This is an optimization exercise on Yosys and OpenROAD, whose aim is small area, not a production implementation. No functional check of the RTL was part of this run. Power and IR drop assume default switching activity.

==> design/flow/design.v <==
`timescale 1 ns / 100 ps
module whackamole_top (
input        Clk100MHz,
input        BtnC, BtnU, BtnL, BtnR, BtnD,
output       Ld0, Ld1, Ld2, Ld3, Ld4,
input        Sw0, Sw1, Sw2, Sw3, Sw4, Sw5, Sw6, Sw7, Sw8,
output       hSync,
output       vSync,
output [3:0] vgaR,
output [3:0] vgaG,
output [3:0] vgaB,
output [6:0] GameScore
);
wire Reset = BtnC;
reg [4:0] hc;
reg [7:0] hx;    
reg [2:0] vr;    
reg [6:0] vy;    
reg [1:0] fc;    
wire pix_en   = (hc[1:0] == 2'd3);
wire hc_wrap  = (hc == 5'd19);
wire line_end = hc_wrap && (hx == 8'd160);
wire frm_end  = line_end && (vr == 3'd4) && (vy == 7'd105);
always @(posedge Clk100MHz or posedge Reset) begin
    if (Reset) begin
        hc <= 5'd2;
        hx <= 8'd1;
        vr <= 3'd0;
        vy <= 7'd1;
        fc <= 2'd0;
    end else begin
        hc <= hc_wrap ? 5'd0 : hc + 5'd1;
        if (hc_wrap)
            hx <= (hx == 8'd160) ? 8'd1 : hx + 8'd1;
        if (line_end) begin
            if (vr == 3'd4) begin
                vr <= 3'd0;
                vy <= (vy == 7'd105) ? 7'd1 : vy + 7'd1;
            end else
                vr <= vr + 3'd1;
        end
        if (frm_end)
            fc <= fc + 2'd1;
    end
end
wire [2:0] hr = hc[4:2];
assign hSync = ~(((hx > 8'd132) || (hx == 8'd132 && hr != 3'd0)) &&
                 ((hx < 8'd151) || (hx == 8'd151 && hr < 3'd2)));
assign vSync = ~(vy == 7'd99 && vr < 3'd2);
wire video_on = (hx <= 8'd128) && (vy <= 7'd96);
reg game_timer_out;
always @(posedge Clk100MHz or posedge Reset) begin
    if (Reset)
        game_timer_out <= 1'b0;
    else if (fc == 2'd3 && vy == 7'd61 && vr == 3'd0 && hx == 8'd1 && hc == 5'd1)
        game_timer_out <= 1'b1;
end
reg [4:0] state;
localparam S_WAIT = 0, S_INI = 1, S_SPAWN = 2, S_HIT = 3, S_DONE = 4;
assign Ld0 = state[S_WAIT];
assign Ld1 = state[S_INI];
assign Ld2 = state[S_SPAWN];
assign Ld3 = state[S_HIT];
assign Ld4 = state[S_DONE];
reg [3:0] lfsr;
reg [1:0] diff;           
reg [21:0] mole_timer;
reg mole_timer_out;
reg reset_mole_timer;
reg [3:0] mole_index;     
reg match;                
reg [6:0] score;
assign GameScore = score;
wire [21:0] mole_max = (diff == 2'd0) ? 22'h3AE17C :
                       (diff == 2'd1) ? 22'h20F89A :
                       (diff == 2'd2) ? 22'h1F4232 : 22'h2C5648;
wire btn_any = BtnL | BtnU | BtnR;
wire [3:0] rnd_new = (lfsr > 4'd8) ? lfsr - 4'd9 : lfsr;
wire [3:0] idx_next = (state[S_SPAWN] && mole_timer_out) ? rnd_new : mole_index;
reg  [3:0] sw_enc;
always @(*) begin
    if      (Sw0) sw_enc = 4'd0;
    else if (Sw1) sw_enc = 4'd1;
    else if (Sw2) sw_enc = 4'd2;
    else if (Sw3) sw_enc = 4'd3;
    else if (Sw4) sw_enc = 4'd4;
    else if (Sw5) sw_enc = 4'd5;
    else if (Sw6) sw_enc = 4'd6;
    else if (Sw7) sw_enc = 4'd7;
    else if (Sw8) sw_enc = 4'd8;
    else          sw_enc = 4'd15;
end
always @(posedge Clk100MHz or posedge Reset) begin
    if (Reset)
        lfsr <= 4'b1011;
    else
        lfsr <= {lfsr[2:0], lfsr[3] ^ lfsr[2]};
end
always @(posedge Clk100MHz or posedge Reset) begin
    if (Reset) begin
        mole_timer     <= 22'd0;
        mole_timer_out <= 1'b0;
    end else if (reset_mole_timer) begin
        mole_timer     <= 22'd0;
        mole_timer_out <= 1'b0;
    end else if (mole_timer == mole_max) begin
        mole_timer     <= 22'd0;
        mole_timer_out <= 1'b1;
    end else begin
        mole_timer     <= {mole_timer[20:0], mole_timer[21] ^ mole_timer[20] ^ (mole_timer[20:0] == 21'd0)};
        mole_timer_out <= 1'b0;
    end
end
always @(posedge Clk100MHz or posedge Reset) begin
    if (Reset) begin
        state            <= 5'b00010;
        score            <= 7'd0;
        diff             <= 2'd0;
        reset_mole_timer <= 1'b1;
        mole_index       <= 4'd14;
        match            <= 1'b0;
    end else begin
        reset_mole_timer <= state[S_HIT];
        match            <= state[S_SPAWN] && (sw_enc == idx_next);
        mole_index       <= state[S_HIT] ? 4'd14 : idx_next;
        if (state[S_HIT])
            score <= score + 7'd1;
        if (state[S_INI]) begin
            if (BtnL)      diff <= 2'd1;
            else if (BtnU) diff <= 2'd2;
            else if (BtnR) diff <= 2'd3;
        end
        state[S_WAIT]  <= state[S_WAIT] | (state[S_DONE] & BtnD);
        state[S_INI]   <= state[S_INI] & ~btn_any;
        state[S_SPAWN] <= (state[S_INI] & btn_any) |
                          (state[S_SPAWN] & ~game_timer_out & ~match) |
                          (state[S_HIT] & ~game_timer_out);
        state[S_HIT]   <= state[S_SPAWN] & ~game_timer_out & match;
        state[S_DONE]  <= (state[S_SPAWN] & game_timer_out) |
                          (state[S_HIT] & game_timer_out) |
                          (state[S_DONE] & ~BtnD);
    end
end
wire [6:0] X = hx[6:0];
wire [6:0] Y = vy;
wire letters =
    (X >= 7'd28 && X <= 7'd29 && Y >= 7'd8 && Y <= 7'd15) ||
    (X >= 7'd36 && X <= 7'd37 && Y >= 7'd8 && Y <= 7'd15) ||
    (X >= 7'd40 && X <= 7'd41 && Y >= 7'd8 && Y <= 7'd15) ||
    (X >= 7'd44 && X <= 7'd45 && Y >= 7'd8 && Y <= 7'd15) ||
    (X >= 7'd48 && X <= 7'd49 && Y >= 7'd8 && Y <= 7'd9) ||
    (X >= 7'd52 && X <= 7'd53 && Y >= 7'd8 && Y <= 7'd9) ||
    (X >= 7'd56 && X <= 7'd57 && Y >= 7'd8 && Y <= 7'd15) ||
    (X >= 7'd56 && X <= 7'd59 && Y >= 7'd8 && Y <= 7'd9) ||
    (X >= 7'd62 && X <= 7'd63 && Y >= 7'd8 && Y <= 7'd15) ||
    (X >= 7'd66 && X <= 7'd67 && Y >= 7'd8 && Y <= 7'd9) ||
    (X >= 7'd70 && X <= 7'd71 && Y >= 7'd8 && Y <= 7'd9) ||
    (X >= 7'd74 && X <= 7'd75 && Y >= 7'd8 && Y <= 7'd9) ||
    (X >= 7'd78 && X <= 7'd79 && Y >= 7'd8 && Y <= 7'd15) ||
    (X >= 7'd86 && X <= 7'd87 && Y >= 7'd8 && Y <= 7'd15) ||
    (X >= 7'd90 && X <= 7'd91 && Y >= 7'd8 && Y <= 7'd15) ||
    (X >= 7'd90 && X <= 7'd95 && Y >= 7'd8 && Y <= 7'd9) ||
    (X >= 7'd98 && X <= 7'd99 && Y >= 7'd8 && Y <= 7'd15) ||
    (X >= 7'd104 && X <= 7'd105 && Y >= 7'd8 && Y <= 7'd15) ||
    (X >= 7'd104 && X <= 7'd109 && Y >= 7'd8 && Y <= 7'd9) ||
    (X >= 7'd50 && X <= 7'd51 && Y >= 7'd10 && Y <= 7'd13) ||
    (X >= 7'd62 && X <= 7'd65 && Y >= 7'd10 && Y <= 7'd13) ||
    (X >= 7'd72 && X <= 7'd73 && Y >= 7'd10 && Y <= 7'd13) ||
    (X >= 7'd78 && X <= 7'd81 && Y >= 7'd10 && Y <= 7'd11) ||
    (X >= 7'd84 && X <= 7'd85 && Y >= 7'd10 && Y <= 7'd11) ||
    (X >= 7'd94 && X <= 7'd95 && Y >= 7'd8 && Y <= 7'd15) ||
    (X >= 7'd40 && X <= 7'd43 && Y >= 7'd11 && Y <= 7'd12) ||
    (X >= 7'd104 && X <= 7'd107 && Y >= 7'd11 && Y <= 7'd12) ||
    (X >= 7'd48 && X <= 7'd49 && Y >= 7'd12 && Y <= 7'd15) ||
    (X >= 7'd52 && X <= 7'd53 && Y >= 7'd12 && Y <= 7'd15) ||
    (X >= 7'd70 && X <= 7'd71 && Y >= 7'd12 && Y <= 7'd15) ||
    (X >= 7'd74 && X <= 7'd75 && Y >= 7'd12 && Y <= 7'd15) ||
    (X >= 7'd32 && X <= 7'd33 && Y >= 7'd14 && Y <= 7'd15) ||
    (X >= 7'd56 && X <= 7'd59 && Y >= 7'd14 && Y <= 7'd15) ||
    (X >= 7'd66 && X <= 7'd67 && Y >= 7'd14 && Y <= 7'd15) ||
    (X >= 7'd90 && X <= 7'd93 && Y >= 7'd14 && Y <= 7'd15) ||
    (X >= 7'd98 && X <= 7'd101 && Y >= 7'd14 && Y <= 7'd15) ||
    (X >= 7'd104 && X <= 7'd109 && Y >= 7'd14 && Y <= 7'd15);
wire game_over_letters =
    (X >= 7'd40 && X <= 7'd41 && Y >= 7'd44 && Y <= 7'd51) ||
    (X >= 7'd40 && X <= 7'd45 && Y >= 7'd44 && Y <= 7'd45) ||
    (X >= 7'd48 && X <= 7'd49 && Y >= 7'd44 && Y <= 7'd45) ||
    (X >= 7'd52 && X <= 7'd53 && Y >= 7'd44 && Y <= 7'd45) ||
    (X >= 7'd56 && X <= 7'd57 && Y >= 7'd44 && Y <= 7'd51) ||
    (X >= 7'd62 && X <= 7'd63 && Y >= 7'd44 && Y <= 7'd51) ||
    (X >= 7'd66 && X <= 7'd67 && Y >= 7'd44 && Y <= 7'd51) ||
    (X >= 7'd66 && X <= 7'd71 && Y >= 7'd44 && Y <= 7'd45) ||
    (X >= 7'd78 && X <= 7'd79 && Y >= 7'd44 && Y <= 7'd51) ||
    (X >= 7'd78 && X <= 7'd83 && Y >= 7'd44 && Y <= 7'd45) ||
    (X >= 7'd86 && X <= 7'd87 && Y >= 7'd44 && Y <= 7'd45) ||
    (X >= 7'd90 && X <= 7'd90 && Y >= 7'd44 && Y <= 7'd47) ||
    (X >= 7'd90 && X <= 7'd91 && Y >= 7'd44 && Y <= 7'd45) ||
    (X >= 7'd94 && X <= 7'd95 && Y >= 7'd44 && Y <= 7'd51) ||
    (X >= 7'd94 && X <= 7'd99 && Y >= 7'd44 && Y <= 7'd45) ||
    (X >= 7'd102 && X <= 7'd103 && Y >= 7'd44 && Y <= 7'd51) ||
    (X >= 7'd102 && X <= 7'd107 && Y >= 7'd44 && Y <= 7'd45) ||
    (X >= 7'd50 && X <= 7'd51 && Y >= 7'd46 && Y <= 7'd49) ||
    (X >= 7'd56 && X <= 7'd61 && Y >= 7'd46 && Y <= 7'd47) ||
    (X >= 7'd82 && X <= 7'd83 && Y >= 7'd44 && Y <= 7'd51) ||
    (X >= 7'd87 && X <= 7'd89 && Y >= 7'd46 && Y <= 7'd47) ||
    (X >= 7'd106 && X <= 7'd107 && Y >= 7'd44 && Y <= 7'd47) ||
    (X >= 7'd66 && X <= 7'd69 && Y >= 7'd47 && Y <= 7'd48) ||
    (X >= 7'd94 && X <= 7'd97 && Y >= 7'd47 && Y <= 7'd48) ||
    (X >= 7'd40 && X <= 7'd45 && Y >= 7'd48 && Y <= 7'd51) ||
    (X >= 7'd48 && X <= 7'd49 && Y >= 7'd48 && Y <= 7'd51) ||
    (X >= 7'd52 && X <= 7'd53 && Y >= 7'd48 && Y <= 7'd51) ||
    (X >= 7'd88 && X <= 7'd89 && Y >= 7'd46 && Y <= 7'd51) ||
    (X >= 7'd102 && X <= 7'd105 && Y >= 7'd48 && Y <= 7'd51) ||
    (X >= 7'd66 && X <= 7'd71 && Y >= 7'd50 && Y <= 7'd51) ||
    (X >= 7'd78 && X <= 7'd81 && Y >= 7'd50 && Y <= 7'd51) ||
    (X >= 7'd94 && X <= 7'd99 && Y >= 7'd50 && Y <= 7'd51);
wire [1:0] number_d0_r38 = 2'b11;
wire [1:0] number_d0_r39 = 2'b11;
wire [1:0] number_d0_r40 = 2'b11;
wire [1:0] number_d0_r41 = 2'b11;
wire [1:0] number_d0_r42 = 2'b11;
wire [1:0] number_d0_r43 = 2'b11;
wire [6:0] number_d0_xi = X - 7'd22;
reg number_d0;
always @(*) begin
    number_d0 = 1'b0;
    if (X >= 7'd22 && X <= 7'd23)
        case (Y)
            7'd38: number_d0 = number_d0_r38[number_d0_xi];
            7'd39: number_d0 = number_d0_r39[number_d0_xi];
            7'd40: number_d0 = number_d0_r40[number_d0_xi];
            7'd41: number_d0 = number_d0_r41[number_d0_xi];
            7'd42: number_d0 = number_d0_r42[number_d0_xi];
            7'd43: number_d0 = number_d0_r43[number_d0_xi];
            default: number_d0 = 1'b0;
        endcase
end
wire [3:0] number_d1_r38 = 4'b1111;
wire [3:0] number_d1_r39 = 4'b1111;
wire [3:0] number_d1_r40 = 4'b1100;
wire [3:0] number_d1_r41 = 4'b1100;
wire [3:0] number_d1_r42 = 4'b1111;
wire [3:0] number_d1_r43 = 4'b1111;
wire [3:0] number_d1_r44 = 4'b0011;
wire [3:0] number_d1_r45 = 4'b0011;
wire [3:0] number_d1_r46 = 4'b1111;
wire [3:0] number_d1_r47 = 4'b1111;
wire [6:0] number_d1_xi = X - 7'd62;
reg number_d1;
always @(*) begin
    number_d1 = 1'b0;
    if (X >= 7'd62 && X <= 7'd65)
        case (Y)
            7'd38: number_d1 = number_d1_r38[number_d1_xi];
            7'd39: number_d1 = number_d1_r39[number_d1_xi];
            7'd40: number_d1 = number_d1_r40[number_d1_xi];
            7'd41: number_d1 = number_d1_r41[number_d1_xi];
            7'd42: number_d1 = number_d1_r42[number_d1_xi];
            7'd43: number_d1 = number_d1_r43[number_d1_xi];
            7'd44: number_d1 = number_d1_r44[number_d1_xi];
            7'd45: number_d1 = number_d1_r45[number_d1_xi];
            7'd46: number_d1 = number_d1_r46[number_d1_xi];
            7'd47: number_d1 = number_d1_r47[number_d1_xi];
            default: number_d1 = 1'b0;
        endcase
end
wire [3:0] number_d2_r38 = 4'b1111;
wire [3:0] number_d2_r39 = 4'b1111;
wire [3:0] number_d2_r40 = 4'b1100;
wire [3:0] number_d2_r41 = 4'b1100;
wire [3:0] number_d2_r42 = 4'b1111;
wire [3:0] number_d2_r43 = 4'b1111;
wire [3:0] number_d2_r44 = 4'b1100;
wire [3:0] number_d2_r45 = 4'b1100;
wire [3:0] number_d2_r46 = 4'b1111;
wire [3:0] number_d2_r47 = 4'b1111;
wire [6:0] number_d2_xi = X - 7'd104;
reg number_d2;
always @(*) begin
    number_d2 = 1'b0;
    if (X >= 7'd104 && X <= 7'd107)
        case (Y)
            7'd38: number_d2 = number_d2_r38[number_d2_xi];
            7'd39: number_d2 = number_d2_r39[number_d2_xi];
            7'd40: number_d2 = number_d2_r40[number_d2_xi];
            7'd41: number_d2 = number_d2_r41[number_d2_xi];
            7'd42: number_d2 = number_d2_r42[number_d2_xi];
            7'd43: number_d2 = number_d2_r43[number_d2_xi];
            7'd44: number_d2 = number_d2_r44[number_d2_xi];
            7'd45: number_d2 = number_d2_r45[number_d2_xi];
            7'd46: number_d2 = number_d2_r46[number_d2_xi];
            7'd47: number_d2 = number_d2_r47[number_d2_xi];
            default: number_d2 = 1'b0;
        endcase
end
wire [5:0] number_d3_r60 = 6'b110011;
wire [5:0] number_d3_r61 = 6'b110011;
wire [5:0] number_d3_r62 = 6'b111111;
wire [5:0] number_d3_r63 = 6'b111111;
wire [5:0] number_d3_r64 = 6'b110000;
wire [5:0] number_d3_r65 = 6'b110000;
wire [5:0] number_d3_r66 = 6'b110000;
wire [5:0] number_d3_r67 = 6'b110000;
wire [6:0] number_d3_xi = X - 7'd18;
reg number_d3;
always @(*) begin
    number_d3 = 1'b0;
    if (X >= 7'd18 && X <= 7'd23)
        case (Y)
            7'd60: number_d3 = number_d3_r60[number_d3_xi];
            7'd61: number_d3 = number_d3_r61[number_d3_xi];
            7'd62: number_d3 = number_d3_r62[number_d3_xi];
            7'd63: number_d3 = number_d3_r63[number_d3_xi];
            7'd64: number_d3 = number_d3_r64[number_d3_xi];
            7'd65: number_d3 = number_d3_r65[number_d3_xi];
            7'd66: number_d3 = number_d3_r66[number_d3_xi];
            7'd67: number_d3 = number_d3_r67[number_d3_xi];
            default: number_d3 = 1'b0;
        endcase
end
wire [3:0] number_d4_r60 = 4'b1111;
wire [3:0] number_d4_r61 = 4'b1111;
wire [3:0] number_d4_r62 = 4'b0011;
wire [3:0] number_d4_r63 = 4'b0011;
wire [3:0] number_d4_r64 = 4'b1111;
wire [3:0] number_d4_r65 = 4'b1111;
wire [3:0] number_d4_r66 = 4'b1100;
wire [3:0] number_d4_r67 = 4'b1100;
wire [3:0] number_d4_r68 = 4'b1111;
wire [3:0] number_d4_r69 = 4'b1111;
wire [6:0] number_d4_xi = X - 7'd62;
reg number_d4;
always @(*) begin
    number_d4 = 1'b0;
    if (X >= 7'd62 && X <= 7'd65)
        case (Y)
            7'd60: number_d4 = number_d4_r60[number_d4_xi];
            7'd61: number_d4 = number_d4_r61[number_d4_xi];
            7'd62: number_d4 = number_d4_r62[number_d4_xi];
            7'd63: number_d4 = number_d4_r63[number_d4_xi];
            7'd64: number_d4 = number_d4_r64[number_d4_xi];
            7'd65: number_d4 = number_d4_r65[number_d4_xi];
            7'd66: number_d4 = number_d4_r66[number_d4_xi];
            7'd67: number_d4 = number_d4_r67[number_d4_xi];
            7'd68: number_d4 = number_d4_r68[number_d4_xi];
            7'd69: number_d4 = number_d4_r69[number_d4_xi];
            default: number_d4 = 1'b0;
        endcase
end
wire [5:0] number_d5_r60 = 6'b111111;
wire [5:0] number_d5_r61 = 6'b111111;
wire [5:0] number_d5_r62 = 6'b000011;
wire [5:0] number_d5_r63 = 6'b000011;
wire [5:0] number_d5_r64 = 6'b111111;
wire [5:0] number_d5_r65 = 6'b111111;
wire [5:0] number_d5_r66 = 6'b110011;
wire [5:0] number_d5_r67 = 6'b110011;
wire [5:0] number_d5_r68 = 6'b111111;
wire [5:0] number_d5_r69 = 6'b111111;
wire [6:0] number_d5_xi = X - 7'd102;
reg number_d5;
always @(*) begin
    number_d5 = 1'b0;
    if (X >= 7'd102 && X <= 7'd107)
        case (Y)
            7'd60: number_d5 = number_d5_r60[number_d5_xi];
            7'd61: number_d5 = number_d5_r61[number_d5_xi];
            7'd62: number_d5 = number_d5_r62[number_d5_xi];
            7'd63: number_d5 = number_d5_r63[number_d5_xi];
            7'd64: number_d5 = number_d5_r64[number_d5_xi];
            7'd65: number_d5 = number_d5_r65[number_d5_xi];
            7'd66: number_d5 = number_d5_r66[number_d5_xi];
            7'd67: number_d5 = number_d5_r67[number_d5_xi];
            7'd68: number_d5 = number_d5_r68[number_d5_xi];
            7'd69: number_d5 = number_d5_r69[number_d5_xi];
            default: number_d5 = 1'b0;
        endcase
end
wire [3:0] number_d6_r82 = 4'b1111;
wire [3:0] number_d6_r83 = 4'b1111;
wire [3:0] number_d6_r84 = 4'b1100;
wire [3:0] number_d6_r85 = 4'b1100;
wire [3:0] number_d6_r86 = 4'b1100;
wire [3:0] number_d6_r87 = 4'b1100;
wire [6:0] number_d6_xi = X - 7'd20;
reg number_d6;
always @(*) begin
    number_d6 = 1'b0;
    if (X >= 7'd20 && X <= 7'd23)
        case (Y)
            7'd82: number_d6 = number_d6_r82[number_d6_xi];
            7'd83: number_d6 = number_d6_r83[number_d6_xi];
            7'd84: number_d6 = number_d6_r84[number_d6_xi];
            7'd85: number_d6 = number_d6_r85[number_d6_xi];
            7'd86: number_d6 = number_d6_r86[number_d6_xi];
            7'd87: number_d6 = number_d6_r87[number_d6_xi];
            default: number_d6 = 1'b0;
        endcase
end
wire [5:0] number_d7_r82 = 6'b111111;
wire [5:0] number_d7_r83 = 6'b111111;
wire [5:0] number_d7_r84 = 6'b110011;
wire [5:0] number_d7_r85 = 6'b110011;
wire [5:0] number_d7_r86 = 6'b111111;
wire [5:0] number_d7_r87 = 6'b111111;
wire [5:0] number_d7_r88 = 6'b110011;
wire [5:0] number_d7_r89 = 6'b110011;
wire [5:0] number_d7_r90 = 6'b111111;
wire [5:0] number_d7_r91 = 6'b111111;
wire [6:0] number_d7_xi = X - 7'd60;
reg number_d7;
always @(*) begin
    number_d7 = 1'b0;
    if (X >= 7'd60 && X <= 7'd65)
        case (Y)
            7'd82: number_d7 = number_d7_r82[number_d7_xi];
            7'd83: number_d7 = number_d7_r83[number_d7_xi];
            7'd84: number_d7 = number_d7_r84[number_d7_xi];
            7'd85: number_d7 = number_d7_r85[number_d7_xi];
            7'd86: number_d7 = number_d7_r86[number_d7_xi];
            7'd87: number_d7 = number_d7_r87[number_d7_xi];
            7'd88: number_d7 = number_d7_r88[number_d7_xi];
            7'd89: number_d7 = number_d7_r89[number_d7_xi];
            7'd90: number_d7 = number_d7_r90[number_d7_xi];
            7'd91: number_d7 = number_d7_r91[number_d7_xi];
            default: number_d7 = 1'b0;
        endcase
end
wire [5:0] number_d8_r82 = 6'b111111;
wire [5:0] number_d8_r83 = 6'b111111;
wire [5:0] number_d8_r84 = 6'b110011;
wire [5:0] number_d8_r85 = 6'b110011;
wire [5:0] number_d8_r86 = 6'b111111;
wire [5:0] number_d8_r87 = 6'b111111;
wire [5:0] number_d8_r88 = 6'b110000;
wire [5:0] number_d8_r89 = 6'b110000;
wire [5:0] number_d8_r90 = 6'b110000;
wire [5:0] number_d8_r91 = 6'b110000;
wire [6:0] number_d8_xi = X - 7'd102;
reg number_d8;
always @(*) begin
    number_d8 = 1'b0;
    if (X >= 7'd102 && X <= 7'd107)
        case (Y)
            7'd82: number_d8 = number_d8_r82[number_d8_xi];
            7'd83: number_d8 = number_d8_r83[number_d8_xi];
            7'd84: number_d8 = number_d8_r84[number_d8_xi];
            7'd85: number_d8 = number_d8_r85[number_d8_xi];
            7'd86: number_d8 = number_d8_r86[number_d8_xi];
            7'd87: number_d8 = number_d8_r87[number_d8_xi];
            7'd88: number_d8 = number_d8_r88[number_d8_xi];
            7'd89: number_d8 = number_d8_r89[number_d8_xi];
            7'd90: number_d8 = number_d8_r90[number_d8_xi];
            7'd91: number_d8 = number_d8_r91[number_d8_xi];
            default: number_d8 = 1'b0;
        endcase
end
wire number = number_d0 | number_d1 | number_d2 | number_d3 | number_d4 | number_d5 | number_d6 | number_d7 | number_d8;
wire hc0 = (X >= 7'd15 && X <= 7'd30);
wire hc1 = (X >= 7'd57 && X <= 7'd72);
wire hc2 = (X >= 7'd99 && X <= 7'd114);
wire hr0 = (Y >= 7'd27 && Y <= 7'd34);
wire hr1 = (Y >= 7'd49 && Y <= 7'd56);
wire hr2 = (Y >= 7'd71 && Y <= 7'd78);
wire hole_pixel = (hc0 | hc1 | hc2) & (hr0 | hr1 | hr2);
wire mc0 = (X >= 7'd17 && X <= 7'd28);
wire mc1 = (X >= 7'd59 && X <= 7'd70);
wire mc2 = (X >= 7'd101 && X <= 7'd112);
wire mr0 = (Y >= 7'd15 && Y <= 7'd26);
wire mr1 = (Y >= 7'd37 && Y <= 7'd48);
wire mr2 = (Y >= 7'd59 && Y <= 7'd70);
reg mole_pixel;
always @(*) begin
    case (mole_index)
        4'd0: mole_pixel = mc0 & mr0;
        4'd1: mole_pixel = mc1 & mr0;
        4'd2: mole_pixel = mc2 & mr0;
        4'd3: mole_pixel = mc0 & mr1;
        4'd4: mole_pixel = mc1 & mr1;
        4'd5: mole_pixel = mc2 & mr1;
        4'd6: mole_pixel = mc0 & mr2;
        4'd7: mole_pixel = mc1 & mr2;
        4'd8: mole_pixel = mc2 & mr2;
        default: mole_pixel = 1'b0;
    endcase
end
reg [2:0] col;
reg [2:0] col_next;
always @(*) begin
    if (!video_on)                 col_next = 3'd0;
    else if (state[S_WAIT])        col_next = letters ? 3'd7 : 3'd1;
    else if (state[S_DONE])        col_next = game_over_letters ? 3'd7 : 3'd6;
    else if (Y <= 7'd16)            col_next = letters ? 3'd7 : 3'd2;
    else if (mole_pixel)           col_next = 3'd5;
    else if (hole_pixel)           col_next = 3'd0;
    else if (number)               col_next = 3'd7;
    else                           col_next = 3'd4;
end
always @(posedge Clk100MHz or posedge Reset) begin
    if (Reset)
        col <= 3'd0;
    else if (pix_en)
        col <= col_next;
end
wire white = col[0] & col[1];
assign vgaR = {col[2] & col[0], col[0] & (col[1] | ~col[2]), white, white};
assign vgaG = {white, col[2] & (col[0] | ~col[1]), white, white};
assign vgaB = {col[1] & (col[0] | ~col[2]), col[1], col[1] & (col[0] | ~col[2]), col[1] & (col[0] | ~col[2])};
endmodule
==> design/flow/flow/run.sh <==
#!/bin/bash
# Layout flow: the standard synthesis, then an area re-mapping of the
# combinational logic between the (untouched) flip-flops, proved equivalent
# to the standard netlist, then the standard layout steps.
set -euo pipefail
W=$PWD
F=$W/flow
R=$W/orfs/results/${FLOW_PLATFORM}/whackamole_top/base
LIB=$FLOW_HOME/platforms/${FLOW_PLATFORM}/lib/sky130_fd_sc_hd__tt_025C_1v80.lib
YOSYS=$(command -v yosys || echo "$FLOW_HOME/../tools/install/yosys/bin/yosys")
DEEP_T=${DEEP_T:-300}

# 1. standard synthesis
bash standard.sh synth > $W/synth_standard.log 2>&1
cp $R/1_2_yosys.v $W/synth_standard.v

# 2. re-map the combinational logic for area (flip-flops are kept as they are)
DU=$(sed 's/^/-dont_use /' $F/dont_use.txt | tr '\n' ' ')
sed "s/@T@/$DEEP_T/" $F/deep.abc > $W/deep.abc
cat > $W/reopt.ys <<EOS
read_liberty -ignore_miss_func $LIB
read_verilog $W/synth_standard.v
hierarchy -top $FLOW_TOP
blackbox sky130_fd_sc_hd__df*
flatten
opt_clean -purge
abc -liberty $LIB $DU -script $W/deep.abc
opt_clean -purge
hilomap -singleton -hicell sky130_fd_sc_hd__conb_1 HI -locell sky130_fd_sc_hd__conb_1 LO
insbuf -buf sky130_fd_sc_hd__buf_4 A X
tee -o $W/reopt_stat.txt stat -liberty $LIB
write_verilog -noattr -nohex -nodec $W/synth_reopt.v
EOS
ok=0
if $YOSYS -s $W/reopt.ys > $W/reopt.log 2>&1; then
  # 3. prove the re-mapped netlist equivalent to the standard one
  cat > $W/equiv.ys <<EOS
read_liberty -ignore_miss_func $LIB
read_verilog $W/synth_standard.v
rename $FLOW_TOP gold
read_verilog $W/synth_reopt.v
rename $FLOW_TOP gate
flatten gold gate
rename -hide gold/w:_* gate/w:_*
opt_clean
async2sync
equiv_make gold gate equiv
hierarchy -top equiv
equiv_simple -seq 2
equiv_induct
equiv_status -assert
EOS
  if $YOSYS -s $W/equiv.ys > $W/equiv.log 2>&1; then ok=1; fi
fi
if [[ $ok == 1 ]]; then
  echo "using the re-mapped netlist"
  cp $W/synth_reopt.v $R/1_2_yosys.v
  rm -f $R/1_synth.odb $R/1_synth.sdc
else
  echo "re-mapping failed or not proven; keeping the standard netlist"
fi

# 4. standard layout, with the smallest buffer on each port
export BUFFER_PORTS_ARGS="-buffer_cell sky130_fd_sc_hd__buf_1"
bash standard.sh finish > $W/layout.log 2>&1
==> design/flow/flow/deep.abc <==
strash
&get -n
&deepsyn -T @T@
&put
dch -f
map -a
topo
==> design/flow/flow/dont_use.txt <==
sky130_fd_sc_hd__lpflow_bleeder_1
sky130_fd_sc_hd__lpflow_clkbufkapwr_1
sky130_fd_sc_hd__lpflow_clkbufkapwr_16
sky130_fd_sc_hd__lpflow_clkbufkapwr_2
sky130_fd_sc_hd__lpflow_clkbufkapwr_4
sky130_fd_sc_hd__lpflow_clkbufkapwr_8
sky130_fd_sc_hd__lpflow_clkinvkapwr_1
sky130_fd_sc_hd__lpflow_clkinvkapwr_16
sky130_fd_sc_hd__lpflow_clkinvkapwr_2
sky130_fd_sc_hd__lpflow_clkinvkapwr_4
sky130_fd_sc_hd__lpflow_clkinvkapwr_8
sky130_fd_sc_hd__lpflow_decapkapwr_12
sky130_fd_sc_hd__lpflow_decapkapwr_3
sky130_fd_sc_hd__lpflow_decapkapwr_4
sky130_fd_sc_hd__lpflow_decapkapwr_6
sky130_fd_sc_hd__lpflow_decapkapwr_8
sky130_fd_sc_hd__lpflow_inputiso0n_1
sky130_fd_sc_hd__lpflow_inputiso0p_1
sky130_fd_sc_hd__lpflow_inputiso1n_1
sky130_fd_sc_hd__lpflow_inputiso1p_1
sky130_fd_sc_hd__lpflow_inputisolatch_1
sky130_fd_sc_hd__lpflow_isobufsrc_1
sky130_fd_sc_hd__lpflow_isobufsrc_16
sky130_fd_sc_hd__lpflow_isobufsrc_2
sky130_fd_sc_hd__lpflow_isobufsrc_4
sky130_fd_sc_hd__lpflow_isobufsrc_8
sky130_fd_sc_hd__lpflow_isobufsrckapwr_16
sky130_fd_sc_hd__lpflow_lsbuf_lh_hl_isowell_tap_1
sky130_fd_sc_hd__lpflow_lsbuf_lh_hl_isowell_tap_2
sky130_fd_sc_hd__lpflow_lsbuf_lh_hl_isowell_tap_4
sky130_fd_sc_hd__lpflow_lsbuf_lh_isowell_4
sky130_fd_sc_hd__lpflow_lsbuf_lh_isowell_tap_1
sky130_fd_sc_hd__lpflow_lsbuf_lh_isowell_tap_2
sky130_fd_sc_hd__lpflow_lsbuf_lh_isowell_tap_4
sky130_fd_sc_hd__probe_p_8
sky130_fd_sc_hd__probec_p_8
==> design/flow/standard.sh <==
#!/bin/bash
# synth_recipe.tcl (not shown) runs the flow's synth.tcl, then flattens the netlist and writes it again
# the make line also repeats each setting of config.mk as NAME=value (left out here)
make -C /OpenROAD-flow-scripts/flow DESIGN_CONFIG=/design/flow/config.mk WORK_HOME=/design/flow/orfs CLKGATE_MAP_FILE= SYNTH_SCRIPT=/design/flow/synth_recipe.tcl "${@:-finish}"
==> design/flow/config.mk <==
export PLATFORM = sky130hd
export DESIGN_NAME = whackamole_top
export DESIGN_NICKNAME = whackamole_top
export VERILOG_FILES = /design/flow/design.v
export SDC_FILE = /design/flow/constraint.sdc
export NUM_CORES = 4
export LEC_CHECK = 0
export CAP_MARGIN = 20
export CORE_MARGIN = 2
export CORE_UTILIZATION = 40
export SLEW_MARGIN = 20
==> design/flow/constraint.sdc <==
create_clock -name core_clock -period 10.0 [get_ports {Clk100MHz}]
set_input_delay 2.0000 -clock core_clock [delete_from_list [all_inputs] [get_ports {Clk100MHz}]]
set_output_delay 2.0000 -clock core_clock [all_outputs]
set_load 0.01 [all_outputs]
==> run notes <==
==> final cells by class <==
type	count	area [sq um]	share of cell area, %
well taps	136	170.2	3.585
clock inverters	2	35.03	0.7380
clock buffers	12	155.1	3.268
inverters	99	371.6	7.828
repair buffers	42	165.2	3.479
flip-flops and latches	76	1916	40.35
multi-input cells	385	1934	40.75
==> stage by stage <==
stage | hold WS [ns] | setup WS (ns) | utilization (%)
6_report | 0.3704 | 5.465 | 45.57
5_1_grt | 0.3755 | 5.249 | 45.57
4_1_cts | 0.3719 | 5.477 | 45.57
3_5_place_dp | 0.3619 | 5.887 | 43.75
3_3_place_gp | 0.3587 | 5.889 | 43.75
2_1_floorplan | 0.3560 | 6.243 | -
==> registers in the layout, indices dropped and copies added (netlist names), 4 cells and up <==
signal and cells:
score 7, mole_timer 22, hx 8, lfsr 4
state 5, vy 7, hc 5, mole_index 4
==> power by group <==
part | total [mW] | switching (mW) | internal (mW)
clock network | 0.231 | 0.105 | 0.126
logic | 0.123 | 0.0754 | 0.0473
registers | 0.392 | 0.0393 | 0.352
total | 0.745 | 0.220 | 0.526
==> per-layer routing <==
metal  vias up  global-route usage [%]  routed length, microns
li1       2012                       -                       -
met1      1921                   27.98                    5203
met2       150                   34.10                    5513
met3        19                   5.304                     645
met4         0                   9.066                     301
met5         -                       0                       0
==> path summary, 6_finish.rpt <==
path	from	end	slack, ns	cells past startpoint
worst max-delay path	vy[1]$_DFFE_PP0P_	vSync	5.47	8
worst min-delay path	lfsr[0]$_DFF_PP1_	lfsr[1]$_DFF_PP1_	0.37	0
worst max register to register	hx[3]$_DFFE_PP0N_	vy[6]$_DFFE_PP0P_	6.62	13
worst min register to register	lfsr[0]$_DFF_PP1_	lfsr[1]$_DFF_PP1_	0.37	0
max in group asynchronous	BtnC	hx[1]$_DFFE_PP0N_	7.50	3
min in group asynchronous	BtnC	score[4]$_DFFE_PP0P_	1.92	3
==> placed cells by master (no fill, tap or decap), types with 3 or more instances in the layout <==
cell type	count
a31oi_1	4
nor3_1	16
nand2_1	52
buf_1	40
clkinv_1	98
o31ai_1	4
a22oi_1	3
a221oi_1	4
a21oi_1	44
o32ai_1	5
xnor2_1	5
nand4_1	11
a2111oi_0	3
o22ai_1	5
clkbuf_8	11
nor2_1	134
nor4_1	8
o211ai_1	5
dfstp_2	11
xor2_1	8
nand3_1	21
o21ai_0	30
dfrtp_1	65
==> flow_summary.json <==
{
  "cp_data_required_time_ns": 8.00,
  "fmax_mhz": 220.5,
  "rsz0062_at_grt": "no",
  "grtUsageTotal_pct": 21.45,
  "final_area_sq_um": 4747,
  "setup_violations": 0,
  "hold_violations": 0,
  "drv_slew": 0,
  "clock_sinks": 76,
  "status": "finished clean",
  "die_y_microns": 108,
  "avgRoutedWirePerCell_microns": 15.51,
  "yosys_warnings": 1,
  "die-area_sq_um": 11660,
  "clk_latency_ns": 0.35,
  "synth_area_sq_um": 4327,
  "grt_pass1_wl_mm": 19.46,
  "io_pins": 41,
  "via_per_inst": 5.455,
  "cts_buffer_depth": 2,
  "gp_congestion": 0.9308,
  "finalCriticalPeriod_ns": 4.535,
  "setup.worst_path.end_class": "primary output",
  "syn_to_final_growth_pct": 9.717,
  "drive_gt1_share_pct": 5.519,
  "post-route-period-util_pct": 45.35,
  "p_total_mw": 0.7453,
  "ctsResizeCount": 0,
  "clk_pin_slew_ns": 0.08,
  "syn_inst": 574,
  "drc_errors": 0,
  "cp_max_fo": 9,
  "dr.pass1.iters": 5,
  "cp_slowest_cell": "or4_2",
  "grt_pass1_vias": 3920,
  "p_leak_nw": 1.866,
  "cts_inserted_buffers": 9,
  "stdcell_count": 752,
  "slew_headroom_pct": 38.44,
  "grt_max_degree": 77,
  "start_util_pct": 41.54,
  "worstPathArrival_ns": 2.53,
  "antenna_found_initial": 0,
  "power_density_nw_per_um2": 157.0,
  "dp_cells": 738,
  "core_area_sq_um": 10420,
  "h-tree-depth": 3,
  "postCtsSetupBuffers": 0,
  "hold_buffers": 0,
  "nFillCells": 1078,
  "io_buffers": 40,
  "dpl.hpwl_mm": 8.901,
  "maxCapViolations": 0,
  "diodes": 0,
  "synth_fp_nets": 589,
  "wl_mm": 11.66,
  "worstMarginPinSlew_ns": 0.9234,
  "hold_class": "flop to flop",
  "cpLargestDelayFamily": "simple AND/OR/NAND/NOR gates",
  "ant_nets": 0,
  "cts_tree": "yes",
  "dr_total_vias": 4102,
  "slowest_delay_ns": 0.54,
  "die_w_microns": 108,
  "crit_type": "flop to primary output",
  "irDropWorstVdd_uv": 114.5,
  "drt_first_iter_violations": 278,
  "finalNetCount": 628,
  "fin_tns_setup_ns": 0,
  "clockRootBuffer": "clkbuf_8",
  "skew_ns": 0.009997,
  "crit_chain": "clkinv_1 -> nor2_1 -> o21ai_0 -> o31ai_1 -> a21oi_1 -> nand3_1 -> or4_2 -> buf_1",
  "overflow": 0,
  "critPathLaunchType": "flop",
  "placed_area_sq_um": 4557,
  "row_count": 37,
  "critPathBufInv": 2,
  "syn_area_per_cell_sq_um": 7.538
}

==> port drivers added, routing unchanged <==
The flow's constraints put no driver on any port. The routed layout listed below was extracted and timed again, unchanged, in two steps.
Step 1: set_driving_cell puts a clkbuf_16 on Clk100MHz and a buf_2 on each other input, an assumption about the parent block.
Step 2 times the ports against the registers' clock, not the clock port: input delays grow and output delays shrink by t, the midpoint of the rising clock arrivals with the driver on.
Three values: ideal, step 1, step 2; two values: the first two.
shift t [ns]: 0.378
setup WS [ns]: 5.465 / 5.433 / 5.811
worst register clock-pin slew, ns: 0.08 / 0.08
worst slew at a driven data input, ns: 0.03
pins driven straight from the clock port: 1
After both steps this run still meets setup and hold. For this run, drivers alone change the setup slack by -0.032 ns; drivers and shift together by +0.346 ns.
